Source: an optimization exercise on an open RTL-to-GDS flow (aim: a short achievable clock period and few clock cycles). Production flows keep margins and buffers that such runs may drop. For this run, only the layout was checked, not whether the RTL still works. Power figures rest on the tool's default switching activity, not on a simulated workload.

File: flow/design.v
module mux2to1(datain0,datain1, dataout, select);
input [31:0] datain0, datain1;
input select;
output [31:0] dataout; 
reg [31:0] dataout;
    always @(datain0 or datain1 or select)  
    begin 
    if (select == 0)  
       dataout = datain0;
    else  
       dataout = datain1;
    end 
endmodule
module mux2to1_5bit(datain0, datain1, dataout, select);
input [4:0] datain0, datain1;
input select;
output reg [4:0] dataout;
    always @(datain0 or datain1 or select)  
    begin 
    if (select == 0)  
       dataout = datain0;
    else  
       dataout = datain1;
    end 
endmodule
module ALU(inputA, inputB, ALUop, result, zero);
input [31:0] inputA, inputB;  
input [2:0] ALUop;  
output [31:0] result;  
reg [31:0] result;
output zero;  
reg zero;
always @(inputA or inputB or ALUop)  
begin 
	case(ALUop)  
		3'b000: result=inputA&inputB;   
		3'b100: result=inputA&inputB;
		3'b001: result=inputA|inputB;    
		3'b101: result=inputA|inputB;
		3'b010: result=inputA+inputB;   
		3'b110: result=inputA-inputB;   
		3'b011: if(inputA<inputB)result=1;  
			else result=0;
		3'b111: if(inputA<inputB)result=1;  
			else result=0;
		default: result=1'bx;  
	endcase
   if (inputA == inputB)  
       zero = 1;  
   else  
       zero = 0;  
end 
endmodule
module single_register(datain, dataout, clk, clr, WE);
    input [31:0] datain;  
    output [31:0] dataout;  
    input clk, clr, WE;  
    reg [31:0] register;
    always @(posedge clk or posedge clr)  
    begin
	if(clr) register<=0;  
	else if(WE) register<=datain;  
    end
    assign dataout=register;  
endmodule
module mux4to1(datain0, datain1, datain2, datain3, dataout, select);
    input [31:0] datain0, datain1, datain2, datain3;  
    input[1:0] select;  
    output [31:0] dataout;  
    reg [31:0] data;
    always @(datain0 or datain1 or datain2 or datain3 or select)  
    begin
    case(select)  
	2'b00: data=datain0;  
	2'b01: data=datain1;  
	2'b10: data=datain2;  
	2'b11: data=datain3;  
    endcase
    end
    assign dataout=data;
endmodule
module signextd(datain, dataout);
    input [15:0] datain;  
    output [31:0] dataout;  
    reg [31:0] dataout;
    always @(datain)  
    begin
	dataout={{16{datain[15]}},datain[15:0]};  
    end
endmodule
module shiftleft2(datain, dataout);
    input [31:0] datain;  
    output [31:0] dataout;  
    reg [31:0] dataout;
    always @(datain)  
    begin
	dataout=datain<<2;   
    end
endmodule
module concatenate4to28(datain, pcin, pcout);
    input [31:0] datain, pcin;  
    output [31:0] pcout;  
    reg [31:0] pcout;
    always @(datain or pcin)  
    begin
	pcout={pcin[31:28],datain[27:0]};  
    end
    endmodule
module registerfile(ADDA, DATAA, ADDB, DATAB, ADDC, DATAC, clk, clr, WE);
    input [4:0]  ADDA, ADDB, ADDC;  
    input [31:0] DATAC;  
    input clk, clr, WE;
    output [31:0] DATAA, DATAB;  
    reg [31:0] register [31:0];
    integer i;
    always @(posedge clk or posedge clr) 
    begin
    if (clr)
       for (i=0; i<32; i=i+1)
          register[i] <= 0;
    else
       if (WE == 1)
       begin
          register[ADDC] <= DATAC;
          register[0] <= 0;
       end
    end
    assign DATAA = register[ADDA];
    assign DATAB = register[ADDB];
endmodule
module mcu(clk, clr, OP, PCWriteCond, PCWrite, IorD, MemRead, MemWrite, MemtoReg, IRWrite, PCSource, ALUOp, ALUSrcB, ALUSrcA, RegWrite, RegDst);
input clk, clr;
input [5:0] OP;
output PCWriteCond, PCWrite, IorD, MemRead, MemWrite, MemtoReg, IRWrite, ALUSrcA, RegWrite, RegDst;
reg PCWriteCond, PCWrite, IorD, MemRead, MemWrite, MemtoReg, IRWrite, ALUSrcA, RegWrite, RegDst;
output [1:0] PCSource, ALUOp, ALUSrcB;
reg [1:0] PCSource, ALUOp, ALUSrcB;
integer current_state;
integer next_state;
always @(current_state)  
begin
   MemWrite=0;
   IorD=0;
   MemRead=0;
   IRWrite=0;
   ALUSrcA=0;
   ALUSrcB=2'b11;
   ALUOp=2'b00;
   PCSource=2'b00;
   PCWrite=0;
   PCWriteCond=0;
   RegWrite=0;
   MemtoReg=0;
   RegDst=0;
   case(current_state)
   0:  
   begin
     MemRead=1;
     IRWrite=1;
     ALUSrcB=2'b01;
     PCWrite=1;
   end
   1:  
   begin
   end
   2:  
   begin
     ALUSrcA=1;
     ALUSrcB=2'b10;
   end
   3:  
   begin
     ALUSrcA=1;
     ALUSrcB=2'b10;
     MemRead=1;
     IorD=1;
   end
   4:  
   begin
     ALUSrcA=1;
     ALUSrcB=2'b10;
     IorD=1;
     MemtoReg=1;
     RegWrite=1;
   end
   5:  
   begin
     ALUSrcA=1;
     ALUSrcB=2'b10;
     IorD=1;
     MemWrite=1;
   end
   6:  
   begin
     ALUSrcA=1;
     ALUSrcB=2'b00;
     ALUOp=2'b10;
   end
   7:  
   begin
     ALUSrcA=1;
     ALUSrcB=2'b00;
     ALUOp=2'b10;
     RegWrite=1;
     RegDst=1;
   end
   8:  
   begin
     ALUSrcA=1;
     ALUSrcB=2'b00;
     ALUOp=2'b01;
     PCSource=2'b01;
     PCWriteCond=1;
   end
   9:  
   begin
     PCWrite=1;
     PCSource=2'b10;
   end
   default:  
   begin
   end
   endcase
end
always @(posedge clk)  
begin
   if (clr == 1'b1)
      current_state <= -1;
   else
      current_state <= next_state;
end
always @(current_state or OP)  
begin
   next_state = -1;  
   case (current_state)
   -1:  
     next_state = 0;
   0:   
     next_state = 1;  
   1:  
   begin
     if(OP==35||OP==43) next_state=2;  
     else if(OP==0) next_state=6;  
     else if(OP==4) next_state=8;  
     else if(OP==2) next_state=9;  
     else next_state=-1;  
   end
   2:  
   begin
     if(OP==35) next_state=3;  
     else if(OP==43) next_state=5;  
     else next_state=-1;  
   end
   3:  
     next_state=4;  
   4:  
     next_state=0;  
   5:  
     next_state=0;  
   6:  
     next_state=7;  
   7:  
     next_state=0;  
   8:  
     next_state=0;  
   9:  
     next_state=0;  
   default:
      next_state = -1;
   endcase
end
endmodule
module acu(funct, ALUOp, ALUcontrol);
input [5:0] funct;
input [1:0] ALUOp;
output [2:0] ALUcontrol;
reg [2:0] ALUcontrol;
always @(funct or ALUOp)  
begin
  ALUcontrol = 3'b010;  
  case(ALUOp)
    2'b00: ALUcontrol = 3'b010;  
    2'b01: ALUcontrol = 3'b110;  
    2'b10: 
	case(funct[5:0])
	  6'b100000: ALUcontrol = 3'b010;  
	  6'b100010: ALUcontrol = 3'b110;  
	  6'b100100: ALUcontrol = 3'b000;  
	  6'b100101: ALUcontrol = 3'b001;  
	  6'b101010: ALUcontrol = 3'b111;  
	endcase
    2'b11: 
	case(funct[5:0])
	  6'b100000: ALUcontrol = 3'b010;  
	  6'b100010: ALUcontrol = 3'b110;  
	  6'b100100: ALUcontrol = 3'b000;  
	  6'b100101: ALUcontrol = 3'b001;  
	  6'b101010: ALUcontrol = 3'b111;  
	endcase
  endcase
end
endmodule
module kustar(clock, clear, mem_addr, mem_wdata, mem_rdata, mem_read, mem_write);
input clock, clear;
output [31:0] mem_addr, mem_wdata;
input [31:0] mem_rdata;
output mem_read, mem_write;
wire [5:0] Op ;
wire PCWriteCond, PCWrite, IorD, MemRead, MemWrite, MemtoReg, IRWrite,  ALUSrcA, RegWrite, RegDst;
wire [1:0] PCSource, ALUOp, ALUSrcB;
wire [2:0] ALUcontrol;
wire Zero;
wire [31:0] MuxtoPC, PCtoMux, MuxtoMem, MemtoInstReg, SigntoShift, ShifttoMux, MemdatatoMux, MuxtoWriteData;
wire [31:0] RegtoA, RegtoB, AtoMux, BtoMux, AMuxtoALU, BMuxtoALU, ALUtoALUOut, ALUOuttoMux , ShifttoConcat, ConcattoMux;
wire [4:0] Rs, Rt, MuxtoWriteReg;
wire [15:0] AddrorConst ;
single_register PC (MuxtoPC, PCtoMux, clock, clear, (Zero&PCWriteCond)|PCWrite);  
single_register IR (MemtoInstReg, {Op,Rs,Rt,AddrorConst}, clock, clear, IRWrite);  
single_register MDR (MemtoInstReg, MemdatatoMux, clock, clear, 1'b1);  
single_register RRA (RegtoA, AtoMux, clock, clear, 1'b1);  
single_register RRB (RegtoB, BtoMux, clock, clear, 1'b1);  
single_register ALUOut (ALUtoALUOut, ALUOuttoMux, clock, clear, 1'b1);  
mux2to1 mux0 (PCtoMux, ALUOuttoMux, MuxtoMem, IorD);  
mux2to1_5bit mux1 (Rt, AddrorConst[15:11], MuxtoWriteReg, RegDst);  
mux2to1 mux2 (ALUOuttoMux, MemdatatoMux, MuxtoWriteData, MemtoReg);  
mux2to1 mux3 (PCtoMux, AtoMux, AMuxtoALU, ALUSrcA);  
mux4to1 mux4 (BtoMux, 4, SigntoShift, ShifttoMux, BMuxtoALU, ALUSrcB);  
mux4to1 mux5 (ALUtoALUOut, ALUOuttoMux, ConcattoMux, 0, MuxtoPC, PCSource);  
signextd signextd (AddrorConst, SigntoShift);  
shiftleft2 shiftleft0 ({6'd0,Rs,Rt,AddrorConst}, ShifttoConcat); 
shiftleft2 shiftleft1 (SigntoShift, ShifttoMux); 
concatenate4to28 concatenate0(ShifttoConcat, PCtoMux, ConcattoMux); 
ALU ALU (AMuxtoALU, BMuxtoALU, ALUcontrol, ALUtoALUOut, Zero);  
mcu MainControlUnit (clock, clear, Op, PCWriteCond, PCWrite, IorD, MemRead, MemWrite, MemtoReg, IRWrite, PCSource, ALUOp, ALUSrcB, ALUSrcA, RegWrite, RegDst);  
acu ALUControlUnit (AddrorConst[5:0], ALUOp, ALUcontrol);  
registerfile RegisterFile(Rs, RegtoA, Rt, RegtoB, MuxtoWriteReg, MuxtoWriteData, clock, clear, RegWrite);  
assign mem_addr = MuxtoMem;
assign mem_wdata = BtoMux;
assign MemtoInstReg = mem_rdata;
assign mem_read = MemRead;
assign mem_write = MemWrite;
endmodule
File: flow/config.mk
export PLATFORM = sky130hd
export DESIGN_NAME = kustar
export DESIGN_NICKNAME = kustar
export VERILOG_FILES = /design/flow/design.v
export SDC_FILE = /design/flow/constraint.sdc
export NUM_CORES = 4
export LEC_CHECK = 0
export CAP_MARGIN = 20
export CORE_MARGIN = 2
export CORE_UTILIZATION = 40
export SLEW_MARGIN = 20
File: flow/run.sh
#!/bin/bash
# synth_recipe.tcl (not shown) runs the flow's synth.tcl, then flattens the netlist and writes it again
# the make line also repeats each setting of config.mk as NAME=value (left out here)
make -C /OpenROAD-flow-scripts/flow DESIGN_CONFIG=/design/flow/config.mk WORK_HOME=/design/flow/orfs CLKGATE_MAP_FILE= SYNTH_SCRIPT=/design/flow/synth_recipe.tcl finish
File: flow/constraint.sdc
create_clock -name core_clock -period 5.0 [get_ports {clock}]
set_input_delay 1.0000 -clock core_clock [delete_from_list [all_inputs] [get_ports {clock}]]
set_output_delay 1.0000 -clock core_clock [all_outputs]
set_load 0.01 [all_outputs]
==> key figures <==
Status
  • Status: complete, no violations

STA
  • Highest clock rate: around 220 MHz
  • RSZ-0062 raised after global routing: false
  • Fin. max-slew vios: 0
  • Worst slew pin tran: about 1.3 ns
  • Setup Skew: around 0.037 ns
  • Setup violators final: 0
  • Slew margin rel.: 10.4%
  • Final Hold Vio Count: 0
  • Final period util: approximately 90%
  • Fin Setup TNS: 0 ns
  • Min Clock Period, post-route: 4.57 ns

Logic synthesis
  • Post-synthesis compound-gate area fraction: a little over a quarter
  • Mapped Area: 59400 sq um
  • XOR/XNOR Fraction of Synth Area: less than 1%
  • Synth Warn #: 12
  • Largest family of logic cells by synthesized area: compound AO/OA/AOI/OAI gates
  • Register bit total from synthesis: between 1000 and 1500
  • Simple-Gate Fraction of Synth Area: a little over an eighth
  • Synth Area in Adders: ~2.2%
  • Post-synthesis net count: ~6500
  • Top FF cell, synth: dfrtp_1
  • Cells after Synth: 6397
  • Post-synthesis mux area share: roughly 2.4%
  • Post-synthesis sequential area ratio: 50.5%
  • Mean post-synth cell area: between 9 and 10 sq um
  • Post-synth EDFFs: 0
  • Synth unique cells: between 80 and 90
  • Asr flop ratio synth: a little over nine tenths

Worst hold path
  • Hold path endpoint: RegisterFile.register[29][10]
  • Hold Path Class: reg -> reg
  • Worst hold stages: 2
  • Hold Path Origin: RegisterFile.register[29][10]

GRT
  • Largest net degree at the start of global routing: 163
  • First-pass GRT wire length: 418000 microns
  • All-Layer GR Usage: between 30% and 40%
  • Gr ovfl total: 0
  • Initial antenna violation count: 28
  • Vias in the first global route: approximately 54000

Place
  • HPWL Detailed: ~170000 microns
  • Gpl congestion: about 0.96
  • Port buffer count: 99

Cells and area
  • Final core utilization: 46.2%
  • Area grow syn2layout: 14.8%
  • Layout Nets: 6414
  • Share of post-route cells with drive strength above 1: 10.9%

Critical path
  • Worst-path maximum fanout: 25
  • Critical Path RT: 5.70 ns
  • Register-to-Register Path Depth: 15
  • Reg-to-reg endpoint: PC.register[29]
  • Critical Path AT: roughly 5.3 ns
  • Crit start category: flop
  • Register-to-register path setup slack: 0.43 ns
  • Worst r2r src: MainControlUnit.current_state[30]
  • Critical Path Sink Type: flop
  • Kind of critical path: reg -> reg

Detailed routing
  • Detailed Route WL: about 300000 microns
  • Via-per-instance ratio: ~7.0
  • First DRT Iteration DRCs: 10500
  • Router iterations before antenna repair: 12
  • Routed len/inst: 36.0 microns
  • Vias: 57900
  • Post-route ant nets: 0
  • Drt drc: 0

Clock network
  • Post-CTS setup buffers: 0
  • H-tree Lvls: 4
  • CTS Buffer Depth: 3
  • CTS tree: done
  • Hold_buf cts: 0
  • Root Driver: clkbuf_16
  • Worst skew pair latency: 0.83 ns
  • CTS resizes: 0
  • Clock slew at reported path FFs: approximately 0.060 ns
  • Clk sinks: approximately 1200
  • Num CTS Buffers: roughly 130

Floorplanning
  • Die Span Y: around 400 microns
  • Effective utilization at floorplan: about 40%
  • Die area: roughly 150000 sq um
  • Die W: approximately 390 microns
  • Cell Rows: roughly 140
  • Top Ports: 100
  • Core Footprint: 148000 sq um

Pwr
  • Peak VDD IR: about 0.00034 V
  • Static leakage: 29.7 nW
  • PD cells: approximately 390 nW/um^2

Run
  • Max cap viols: 0
[stage by stage]
stage               std cells  setup WS (ns)  power (mW)  hold WS [ns]  instance area (sq um)
floorplan                6397         -14.83        13.7         0.464                  59400
global placement         8066          0.521        15.9         0.486                  63500
detailed placement       8070          0.513        15.9         0.497                  63600
CTS                      8307          0.498        26.1         0.511                  68100
global route             8317         0.0531        27.0         0.525                  68200
finish                   8331          0.430        26.4         0.506                  68200
[critical path, cell delays in order (launching register included)]
cell and delay, ns:
dfxtp_2 0.37, buf_4 0.31, inv_1 0.10, nand2_1 0.43
nand2_1 0.11, o21ai_0 0.14, ha_1 0.41, nor2b_2 0.11
nor3_1 0.45, a2111oi_2 0.17, o311ai_1 0.55, a31oi_1 0.30
a221oi_2 0.37, xnor2_1 0.15, o221ai_1 0.21, a22o_1 0.27
[worst max-delay path by stage]
| stage | start | endpoint | depth (start not counted) |
|---|---|---|---|
| after floorplan | clear | flop | 6 |
| after global placement | MainControlUnit.current_state[30] | PC.register[23] | 15 |
| after detailed placement | MainControlUnit.current_state[30] | PC.register[29] | 15 |
| after CTS | MainControlUnit.current_state[30] | PC.register[29] | 15 |
| after global routing | MainControlUnit.current_state[30] | PC.register[27] | 16 |
| final | MainControlUnit.current_state[30] | PC.register[29] | 15 |
[report_power, final]
part,total [mW],internal [mW],switching [mW],leakage [nW]
Sequential,10.8,10.2,0.575,16.6
Clock,10.3,5.89,4.46,2.20
Combinational,5.26,1.69,3.57,10.9
[cell type report]
| type | count | area (sq um) |
|---|---|---|
| inverters | 113 | 428 |
| clock inverters | 59 | 754 |
| diodes | 21 | 52.6 |
| fillers | 13900 | 79400 |
| repair buffers | 319 | 3150 |
| clock buffers | 178 | 3740 |
| multi-input cells | 4508 | 27700 |
| flip-flops and latches | 1203 | 30000 |
| well taps | 1930 | 2410 |
[cell families after synthesis]
| group | Yosys count |
|---|---|
| compound gates | 2407 |
| xor+xnor | 46 |
| fa+ha+maj | 101 |
| buf+inv | 686 |
| flops | 1203 |
| mux | 134 |
| simple gates | 1820 |
[cells in the final DEF, fill, tap and decap left out, types with 39 or more instances in the layout]
master	n
nor2_4	73
o21ai_0	591
nand4_1	102
a21oi_1	602
a221oi_1	155
nand2_1	623
clkbuf_16	134
a22oi_1	622
ha_1	98
a22o_1	150
a21o_1	39
nor3_1	39
buf_4	181
or4_1	52
clkdlybuf4s50_1	99
nor2_1	622
nand3_1	168
a222oi_1	64
inv_1	109
mux2_2	88
dfrtp_1	1184
[sequential cells by signal (all words and copies together) (netlist names), named ones only]
name and cells:
ALUOut.register 32, RRB.register 32, RRA.register 32, MainControlUnit.current_state 5
IR.register 32, RegisterFile.register 992, PC.register 32, MDR.register 32
[synth_stat cells, types with 10 or more instances]
| library cell | count | area, sq um |
|---|---|---|
| dfrtp_1 | 1184 | 29600 |
| nor2_1 | 697 | 2620 |
| nand2_1 | 635 | 2380 |
| a22oi_1 | 623 | 4680 |
| a21oi_1 | 607 | 3040 |
| o21ai_0 | 591 | 2960 |
| clkbuf_1 | 529 | 1990 |
| nand3_1 | 170 | 851 |
| a221oi_1 | 155 | 1360 |
| a22o_1 | 150 | 1310 |
| inv_1 | 110 | 413 |
| nand4_1 | 102 | 638 |
| ha_1 | 99 | 1240 |
| mux2_2 | 88 | 991 |
| a222oi_1 | 64 | 641 |
| or4_1 | 52 | 390 |
| mux2i_1 | 46 | 460 |
| nor3_1 | 41 | 205 |
| a21o_1 | 39 | 293 |
| xnor2_1 | 37 | 324 |
| nor2b_1 | 25 | 156 |
| or3_1 | 25 | 156 |
| buf_1 | 22 | 82.6 |
| nand2b_1 | 22 | 138 |
| dfxtp_1 | 19 | 380 |
| buf_2 | 17 | 85.1 |
| o21a_1 | 16 | 120 |
| o21ai_1 | 13 | 65.1 |
| a31oi_1 | 12 | 75.1 |
| nor4_1 | 12 | 75.1 |
| o22ai_1 | 11 | 68.8 |
| o211ai_1 | 10 | 75.1 |
[routing by layer]
layer	track usage, %	wire length, microns
met5	1.31	488
met2	54.1	121000
met4	24.1	23800
met3	17.5	47600
met1	48.4	107000

[what the ideal ports hide]
In the flow no input, the clock included, has a driving cell. The finished layout below was timed again as built, in two steps. Step 1 sets driving cells, clkbuf_16 on the clock port and buf_2 on the other inputs (assumed; they add their load-dependent delay and slew). Step 2 also shifts input and output timing later by t, the mid clock arrival at the registers, as if the neighbouring blocks saw the same clock. Three values: ideal, step 1, step 2; two values: the first two.
t, ns: 0.895
setup slack, ns: 0.430 / 0.430 / 0.430
worst setup path after step 2: register to register
pins driven straight from the clock port: 1
After both steps setup and hold are still met in this run. For this run, drivers alone change the setup slack by 0.000 ns; drivers and shift together by 0.000 ns.
